Context: an optimization exercise on an open-source flow, tuned for a short achievable clock period and few clock cycles. The choices shown serve that exercise and are no tape-out recipe.
Power figures rest on the tool's default switching activity, not on a simulated workload.

==> inputs of 06-26 <==
## proc
module proc(
	    clk,
	    rst,
	    imem_rdata,
	    dmem_rdata,
	    imem_addr,
	    dmem_addr,
	    dmem_wdata,
	    dmem_en,
	    dmem_wr,
	    halt
	    );
   input clk;
   input rst;
   input [15:0] imem_rdata;
   input [15:0] dmem_rdata;
   output [15:0] imem_addr;
   output [15:0] dmem_addr;
   output [15:0] dmem_wdata;
   output        dmem_en;
   output        dmem_wr;
   output        halt;
   localparam OP_HALT = 5'b00000, OP_J = 5'b00100, OP_JR = 5'b00101, OP_JAL = 5'b00110,
              OP_JALR = 5'b00111, OP_ADDI = 5'b01000, OP_SUBI = 5'b01001, OP_ORI = 5'b01010,
              OP_ANDI = 5'b01011, OP_BEQZ = 5'b01100, OP_BNEZ = 5'b01101, OP_RET = 5'b01110,
              OP_BLTZ = 5'b01111, OP_ST = 5'b10000, OP_LD = 5'b10001, OP_SLBI = 5'b10010,
              OP_STU = 5'b10011, OP_LBI = 5'b11000, OP_BTR = 5'b11001, OP_SHR = 5'b11010,
              OP_ALR = 5'b11011, OP_SEQ = 5'b11100, OP_SLT = 5'b11101, OP_SLE = 5'b11110,
              OP_SCO = 5'b11111;
   reg [15:0] pc;
   reg [15:0] ras;            
   reg        ras_v;
   reg        d_v;
   reg [2:0]  d_rs, d_rt, d_dst;
   reg [7:0]  d_i8;
   reg [15:0] d_imm, d_pc2, d_tgt;
   reg        d_pt;           
  ...
clock: 8.0 ns
lec_check: 0
abc_clock_period_in_ps: 2500
cap_margin: 20
core_margin: 2
core_utilization: 40
setup_slack_margin: 5.0
slew_margin: 20
tns_end_percent: 100
run.sh (not shown) runs the stock make flow with config.mk's settings and CLKGATE_MAP_FILE= SYNTH_SCRIPT=/design/flow/synth_recipe.tcl, a recipe that flattens the netlist after the stock synthesis.
==> inputs of 01-10, as changes to 06-26 <==
--- a/flow/design.v
+++ b/flow/design.v
@@ -1090,46 +1090,58 @@
    reg        x_wr, x_ld, x_en, x_we, x_halt, x_beqz, x_bnez, x_bltz, x_pt, x_ev;
    reg [2:0]  x_dst;
    reg [15:0] x_A, x_B, x_S, x_addr, x_early, x_ebyp, x_pc2, x_tgt;
    reg        x_sub;
    reg        x_s_sum, x_s_or, x_s_and, x_s_shl, x_s_shr, x_s_btr, x_s_seq, x_s_slt, x_s_sle,
               x_s_sco, x_s_slbi, x_s_early, x_rot;
    reg [15:0] rf [0:7];
    reg [15:0] d_rfa, d_rft;   
+   reg        d_rfa_z;        
+   reg        x_zok, x_ebyp_z, x_ebyp_n;  
+   reg        fa_x, ft_x, fa_w, ft_w, f7_x;  
    reg        w_wr;           
    reg [2:0]  w_dst;
    reg [15:0] w_res;
    wire        stall, x_redir, d_redir;
+   wire        d_go = d_v & ~stall & ~x_redir;
+   wire        d_bres, d_bmis, d_jrr;
+   wire [15:0] d_btgt;
    wire [15:0] x_rtgt, agu, x_res;
    wire [15:0] fi = imem_rdata;
    wire [4:0]  fop = fi[15:11];
    wire [15:0] pc2 = pc + 16'd2;
-   wire [8:0]  lo8 = {1'b0, pc2[7:0]} + {1'b0, fi[7:0]};
-   wire [7:0]  h8p = pc2[15:8] + 8'd1;
-   wire [7:0]  h8m = pc2[15:8] - 8'd1;
-   wire [15:0] t8 = {(lo8[8] & ~fi[7]) ? h8p : (~lo8[8] & fi[7]) ? h8m : pc2[15:8], lo8[7:0]};
-   wire [11:0] lo11 = {1'b0, pc2[10:0]} + {1'b0, fi[10:0]};
-   wire [4:0]  h5p = pc2[15:11] + 5'd1;
-   wire [4:0]  h5m = pc2[15:11] - 5'd1;
-   wire [15:0] t11 = {(lo11[11] & ~fi[10]) ? h5p : (~lo11[11] & fi[10]) ? h5m : pc2[15:11], lo11[10:0]};
+   wire [15:0] f_tt;          
+   wire [8:0]  lo8;
+   wire [11:0] lo11;
+   wire [7:0]  h8p, h8m;
+   wire [4:0]  h5p, h5m;
+   wisc_addlo8  a8  (.a(pc2[7:0]),  .b(fi[7:0]),  .s(lo8));
+   wisc_addlo11 a11 (.a(pc2[10:0]), .b(fi[10:0]), .s(lo11));
+   wisc_incdec8 i8  (.a(pc2[15:8]),  .p(h8p), .m(h8m));
+   wisc_incdec5 i5  (.a(pc2[15:11]), .p(h5p), .m(h5m));
+   wisc_tsel tsel (.fi(fi), .lo8(lo8), .lo11(lo11), .h8(pc2[15:8]), .h8p(h8p), .h8m(h8m),
+                   .h5(pc2[15:11]), .h5p(h5p), .h5m(h5m), .tgt(f_tt));
    wire        f_isj    = (fop == OP_J) | (fop == OP_JAL);
    wire        f_isbr   = (fop == OP_BEQZ) | (fop == OP_BNEZ) | (fop == OP_BLTZ);
    wire        f_isret  = (fop == OP_RET);
    wire        f_iscall = (fop == OP_JAL) | (fop == OP_JALR);
    wire        f_brt    = f_isbr & (fi[7] | (fop == OP_BNEZ));
    wire        f_take   = f_isj | f_brt;
-   wire [15:0] f_tt     = f_isj ? t11 : t8;
    wire [15:0] f_seq    = (f_isret & ras_v) ? ras : pc2;
    wire        s_x = x_redir;
-   wire        s_d = d_redir & ~x_redir;
+   wire        s_d = d_v & ~stall & ~x_redir & d_jrr;
+   wire        s_b = d_v & ~stall & ~x_redir & d_bmis;
    wire        s_h = stall & ~x_redir;
    wire        s_n = ~x_redir & ~d_redir & ~stall;
-   wire [15:0] pc_next = ({16{s_x}} & x_rtgt) | ({16{s_d}} & agu) | ({16{s_h}} & pc) |
-                         ({16{s_n & f_take}} & f_tt) | ({16{s_n & ~f_take}} & f_seq);
+   wire [15:0] pc_rest = ({16{s_x}} & x_rtgt) | ({16{s_b}} & d_btgt) | ({16{s_h}} & pc) |
+                         ({16{s_n & ~f_take}} & f_seq);
+   wire [15:0] pc_next;
+   wisc_ao3 pcmux (.s1(s_n & f_take), .a(f_tt), .s2(s_d), .b(agu), .s3(~(s_n & f_take) & ~s_d), .c(pc_rest),
+                   .y(pc_next));
    always @(posedge clk) begin
       if (rst)
         pc <= 16'd0;
       else
         pc <= pc_next;
    end
    always @(posedge clk) begin
       if (rst)
@@ -1152,33 +1164,42 @@
    always @(*) begin
       case (fop)
         OP_ADDI, OP_SUBI, OP_ST, OP_LD, OP_STU: f_imm = {{11{fi[4]}}, fi[4:0]};
         OP_LBI, OP_JR, OP_JALR:                 f_imm = {{8{fi[7]}}, fi[7:0]};
         OP_SLBI:                                f_imm = {8'd0, fi[7:0]};
         default:                                f_imm = {11'd0, fi[4:0]};
       endcase
    end
+   wire [2:0] n_rs = stall ? d_rs : fi[10:8];
+   wire [2:0] n_rt = stall ? d_rt : fi[7:5];
+   wire       n_xw = d_go & d_wr;
    always @(posedge clk) begin
-      d_rfa <= rf[stall ? d_rs : fi[10:8]];
-      d_rft <= rf[stall ? d_rt : fi[7:5]];
+      d_rfa <= rf[n_rs];
+      d_rfa_z <= (rf[n_rs] == 16'd0);
+      d_rft <= rf[n_rt];
+      fa_x <= n_xw & (d_dst == n_rs);
+      ft_x <= n_xw & (d_dst == n_rt);
+      f7_x <= n_xw & (d_dst == 3'd7);
+      fa_w <= x_wr & (x_dst == n_rs);
+      ft_w <= x_wr & (x_dst == n_rt);
    end
    always @(posedge clk) begin
       if (rst | x_redir | d_redir)
         d_v <= 1'b0;
       else if (!stall)
         d_v <= 1'b1;
       if (!stall) begin
          d_rs   <= fi[10:8];
          d_rt   <= fi[7:5];
          d_i8   <= fi[7:0];
          d_dst  <= f_dst;
          d_imm  <= f_imm;
          d_pc2  <= pc2;
-         d_tgt  <= f_isret ? ras : t8;
+         d_tgt  <= f_isret ? ras : f_tt;
          d_pt   <= f_isret ? ras_v : f_brt;
          d_wr   <= f_rfmt | f_ifmt | f_sfmt | f_iscall;
          d_rrr  <= f_shr_r | f_alr | (fop[4:2] == 3'b111);
          d_agu  <= (fop == OP_LD) | (fop == OP_ST) | (fop == OP_STU) | (fop == OP_JR) | (fop == OP_JALR);
          d_ret  <= f_isret;
          d_jr   <= (fop == OP_JR) | (fop == OP_JALR);
          d_ld   <= (fop == OP_LD);
          d_st   <= (fop == OP_ST) | (fop == OP_STU);
@@ -1199,54 +1220,58 @@
          d_rot  <= ~f_shop[0];
          d_btr  <= (fop == OP_BTR);
          d_seq  <= (fop == OP_SEQ);
          d_slt  <= (fop == OP_SLT);
          d_sle  <= (fop == OP_SLE);
          d_sco  <= (fop == OP_SCO);
       end
    end
-   wire        a_fx = x_wr & (x_dst == d_rs);
-   wire        t_fx = x_wr & (x_dst == d_rt);
-   wire [15:0] a_rf = (w_wr & (w_dst == d_rs)) ? w_res : d_rfa;
-   wire [15:0] t_rf = (w_wr & (w_dst == d_rt)) ? w_res : d_rft;
+   wire        a_fx = fa_x;
+   wire        t_fx = ft_x;
+   wire [15:0] a_rf = fa_w ? w_res : d_rfa;
+   wire [15:0] t_rf = ft_w ? w_res : d_rft;
    wire [15:0] a_val = a_fx ? x_res : a_rf;
    wire [15:0] t_val = t_fx ? x_res : t_rf;
    wire        b_fx = d_rrr & t_fx;
    wire [15:0] b_oth = d_rrr ? t_rf : d_imm;
    wire [15:0] base = a_fx ? x_ebyp : a_rf;
    wire        base_ok = ~a_fx | x_ev;
-   wire [8:0]  alo = {1'b0, base[7:0]} + {1'b0, d_imm[7:0]};
-   wire [7:0]  ahp = base[15:8] + 8'd1;
-   wire [7:0]  ahm = base[15:8] - 8'd1;
-   wire [15:0] sum_b = {(alo[8] & ~d_imm[15]) ? ahp : (~alo[8] & d_imm[15]) ? ahm : base[15:8], alo[7:0]};
-   wire        r7_fx = x_wr & (x_dst == 3'd7);
+   wire [15:0] sum_b;
+   wire [8:0]  ab_lo;
+   wire [7:0]  ab_hp, ab_hm;
+   wisc_addlo8  ab8 (.a(base[7:0]), .b(d_imm[7:0]), .s(ab_lo));
+   wisc_incdec8 abi (.a(base[15:8]), .p(ab_hp), .m(ab_hm));
+   wisc_hsel8   abs (.c(ab_lo[8]), .sg(d_imm[15]), .h(base[15:8]), .hp(ab_hp), .hm(ab_hm), .y(sum_b[15:8]));
+   assign sum_b[7:0] = ab_lo[7:0];
+   wire        r7_fx = f7_x;
    wire [15:0] r7 = r7_fx ? x_ebyp : rf[7];
    wire        r7_ok = ~r7_fx | x_ev;
    assign agu = d_ret ? r7 : sum_b;
    assign stall = d_v & ((d_agu & ~base_ok) | (d_ret & ~r7_ok));
    wire ret_hit = d_pt & (r7 == d_tgt);
-   assign d_redir = d_v & ~stall & ~x_redir & (d_jr | (d_ret & ~ret_hit));
-   wire d_go = d_v & ~stall & ~x_redir;
    always @(posedge clk) begin
       if (rst | ~d_go) begin
          x_wr <= 1'b0; x_ld <= 1'b0; x_en <= 1'b0; x_we <= 1'b0; x_halt <= 1'b0;
          x_beqz <= 1'b0; x_bnez <= 1'b0; x_bltz <= 1'b0;
       end else begin
          x_wr <= d_wr; x_ld <= d_ld; x_en <= d_ld | d_st; x_we <= d_st; x_halt <= d_halt;
-         x_beqz <= d_beqz; x_bnez <= d_bnez; x_bltz <= d_bltz;
+         x_beqz <= d_beqz & ~d_bres; x_bnez <= d_bnez & ~d_bres; x_bltz <= d_bltz & ~d_bres;
       end
       x_dst <= d_dst;
       x_A <= a_val;
       x_B <= b_fx ? x_res : b_oth;
       x_S <= t_val;
       x_addr <= sum_b;
       x_early <= d_stu ? sum_b : d_call ? d_pc2 : d_imm;
       x_ebyp <= d_stu ? sum_b : d_call ? d_pc2 : d_lbi ? d_imm : {base[7:0], d_i8};
       x_ev <= d_stu | d_call | d_lbi | (d_slbi & base_ok);
+      x_zok <= d_call | d_lbi | (d_slbi & base_ok);
+      x_ebyp_z <= d_call ? (d_pc2 == 16'd0) : d_lbi ? (d_imm == 16'd0) : ({base[7:0], d_i8} == 16'd0);
+      x_ebyp_n <= d_call ? d_pc2[15] : d_lbi ? d_imm[15] : base[7];
       x_pc2 <= d_pc2;
       x_tgt <= d_tgt;
       x_pt <= d_pt;
       x_sub <= d_sub;
       x_s_sum <= d_sum | d_sco; x_s_or <= d_or; x_s_and <= d_and;
       x_s_shl <= d_shl; x_s_shr <= d_shr; x_rot <= d_rot;
       x_s_btr <= d_btr; x_s_seq <= d_seq; x_s_slt <= d_slt; x_s_sle <= d_sle;
       x_s_sco <= d_sco; x_s_slbi <= d_slbi; x_s_early <= d_stu | d_call | d_lbi;
@@ -1290,14 +1315,76 @@
    always @(posedge clk) begin
       if (rst)
         w_wr <= 1'b0;
       else
         w_wr <= x_wr;
       w_dst <= x_dst;
       w_res <= x_res;
    end
+   wire        d_zero = a_fx ? x_ebyp_z : fa_w ? (w_res == 16'd0) : d_rfa_z;
+   wire        d_neg  = a_fx ? x_ebyp_n : fa_w ? w_res[15] : d_rfa[15];
+   wire        d_rok  = ~a_fx | x_zok;
+   wire        d_isbr = d_beqz | d_bnez | d_bltz;
+   wire        d_tk   = (d_beqz & d_zero) | (d_bnez & ~d_zero) | (d_bltz & d_neg);
+   assign d_bres = d_isbr & d_rok;
+   assign d_bmis = d_bres & (d_tk ^ d_pt);
+   assign d_btgt = d_tk ? d_tgt : d_pc2;
+   assign d_jrr  = d_jr | (d_ret & ~ret_hit);
+   assign d_redir = d_v & ~stall & ~x_redir & (d_jrr | d_bmis);
    assign dmem_addr = x_addr;
    assign dmem_wdata = x_S;
    assign dmem_en = x_en;
    assign dmem_wr = x_we;
    assign halt = x_halt;
 endmodule
+module wisc_mux16 (s, a, b, y);
+   input        s;
+   input [15:0] a, b;
+   output [15:0] y;
+   assign y = s ? a : b;
+endmodule
+module wisc_addlo8 (a, b, s);
+   input [7:0] a, b;
+   output [8:0] s;
+   assign s = {1'b0, a} + {1'b0, b};
+endmodule
+module wisc_addlo11 (a, b, s);
+   input [10:0] a, b;
+   output [11:0] s;
+   assign s = {1'b0, a} + {1'b0, b};
+endmodule
+module wisc_incdec8 (a, p, m);
+   input [7:0] a;
+   output [7:0] p, m;
+   assign p = a + 1'b1;
+   assign m = a - 1'b1;
+endmodule
+module wisc_incdec5 (a, p, m);
+   input [4:0] a;
+   output [4:0] p, m;
+   assign p = a + 1'b1;
+   assign m = a - 1'b1;
+endmodule
+module wisc_tsel (fi, lo8, lo11, h8, h8p, h8m, h5, h5p, h5m, tgt);
+   input [15:0] fi;
+   input [8:0]  lo8;
+   input [11:0] lo11;
+   input [7:0]  h8, h8p, h8m;
+   input [4:0]  h5, h5p, h5m;
+   output [15:0] tgt;
+   wire        isj = (fi[15:13] == 3'b001) & ~fi[11];
+   wire [15:0] t8  = {(lo8[8] & ~fi[7]) ? h8p : (~lo8[8] & fi[7]) ? h8m : h8, lo8[7:0]};
+   wire [15:0] t11 = {(lo11[11] & ~fi[10]) ? h5p : (~lo11[11] & fi[10]) ? h5m : h5, lo11[10:0]};
+   assign tgt = isj ? t11 : t8;
+endmodule
+module wisc_ao3 (s1, a, s2, b, s3, c, y);
+   input        s1, s2, s3;
+   input [15:0] a, b, c;
+   output [15:0] y;
+   assign y = ({16{s1}} & a) | ({16{s2}} & b) | ({16{s3}} & c);
+endmodule
+module wisc_hsel8 (c, sg, h, hp, hm, y);
+   input       c, sg;
+   input [7:0] h, hp, hm;
+   output [7:0] y;
+   assign y = (c & ~sg) ? hp : (~c & sg) ? hm : h;
+endmodule
--- a/flow/config.mk
+++ b/flow/config.mk
@@ -6,9 +6,10 @@
 export NUM_CORES = 4
 export LEC_CHECK = 0
 export ABC_CLOCK_PERIOD_IN_PS = 2500
 export CAP_MARGIN = 20
 export CORE_MARGIN = 2
 export CORE_UTILIZATION = 40
 export SETUP_SLACK_MARGIN = 5.0
 export SLEW_MARGIN = 20
+export SYNTH_HIERARCHICAL = 1
 export TNS_END_PERCENT = 100
==> qor summary <==
metric                                                                         01-10           06-26
Unique cell type count in the Yosys netlist                                       98              84
Share of final layout cell area taken by non-clock buffers                     11.0%           12.6%
Power after layout                                                         0.00798 W       0.00728 W
Routed length on met3                                                   9940 microns   10000 microns
Final setup skew                                                           0.0296 ns       0.0387 ns
Number of sequential storage elements                                            450             448
Final Hold Slack                                                            0.341 ns        0.339 ns
Maximum vdd ir drop                                                           140 uV          195 uV
Die area                                                                72,400 sq um    62,500 sq um
Final critical-path setup slack                                              4.60 ns         3.89 ns
Crit path time final                                                         3.40 ns         4.11 ns
Status                                                                finished clean  finished clean
Count of placed standard cells in the final layout, fillers left out           4,185           3,580
Total of clock buffers placed in the layout                                       81              67
Post-cts sizing count                                                            513             533
Postcts setup bufs                                                               105             159
Capture point of the worst path                                               pc[15]          pc[11]
Routed metal-1 wirelength                                             46,200 microns  39,000 microns
Max layer used                                                                  met5            met4
Number of tap instances                                                          940             782
Clock buffer count from CTS                                                       51              50
Sequential element share of the synthesized area                               39.8%           46.1%
Function was not checked in any run of this note: the RTL went through the layout flow alone.

what the ideal ports hide:
No port has a modelled driver above. Below, the same layouts with a new extraction and two added sets of constraints. Step 1 sets driving cells, clkbuf_16 on the clock port and buf_2 on the other inputs (assumed; they add their load-dependent delay and slew). Step 2 also shifts input and output timing later by t, the mid clock arrival at the registers, as if the neighbouring blocks saw the same clock. Slacks: no drivers / after step 1 / after step 2; pairs: no drivers / after step 1.
run	t (ns)	setup WS [ns]	worst setup path after step 2	latest minus earliest clock arrival (ns)
06-26	0.647	3.893 / 3.893 / 3.339	input to register	0.039 / 0.039
01-10	0.653	4.597 / 4.597 / 4.036	input to register	0.029 / 0.029
After both steps setup and hold are still met in every run listed. For 01-10, which loses most, drivers alone change the setup slack by 0.000 ns; drivers and shift together by -0.561 ns.
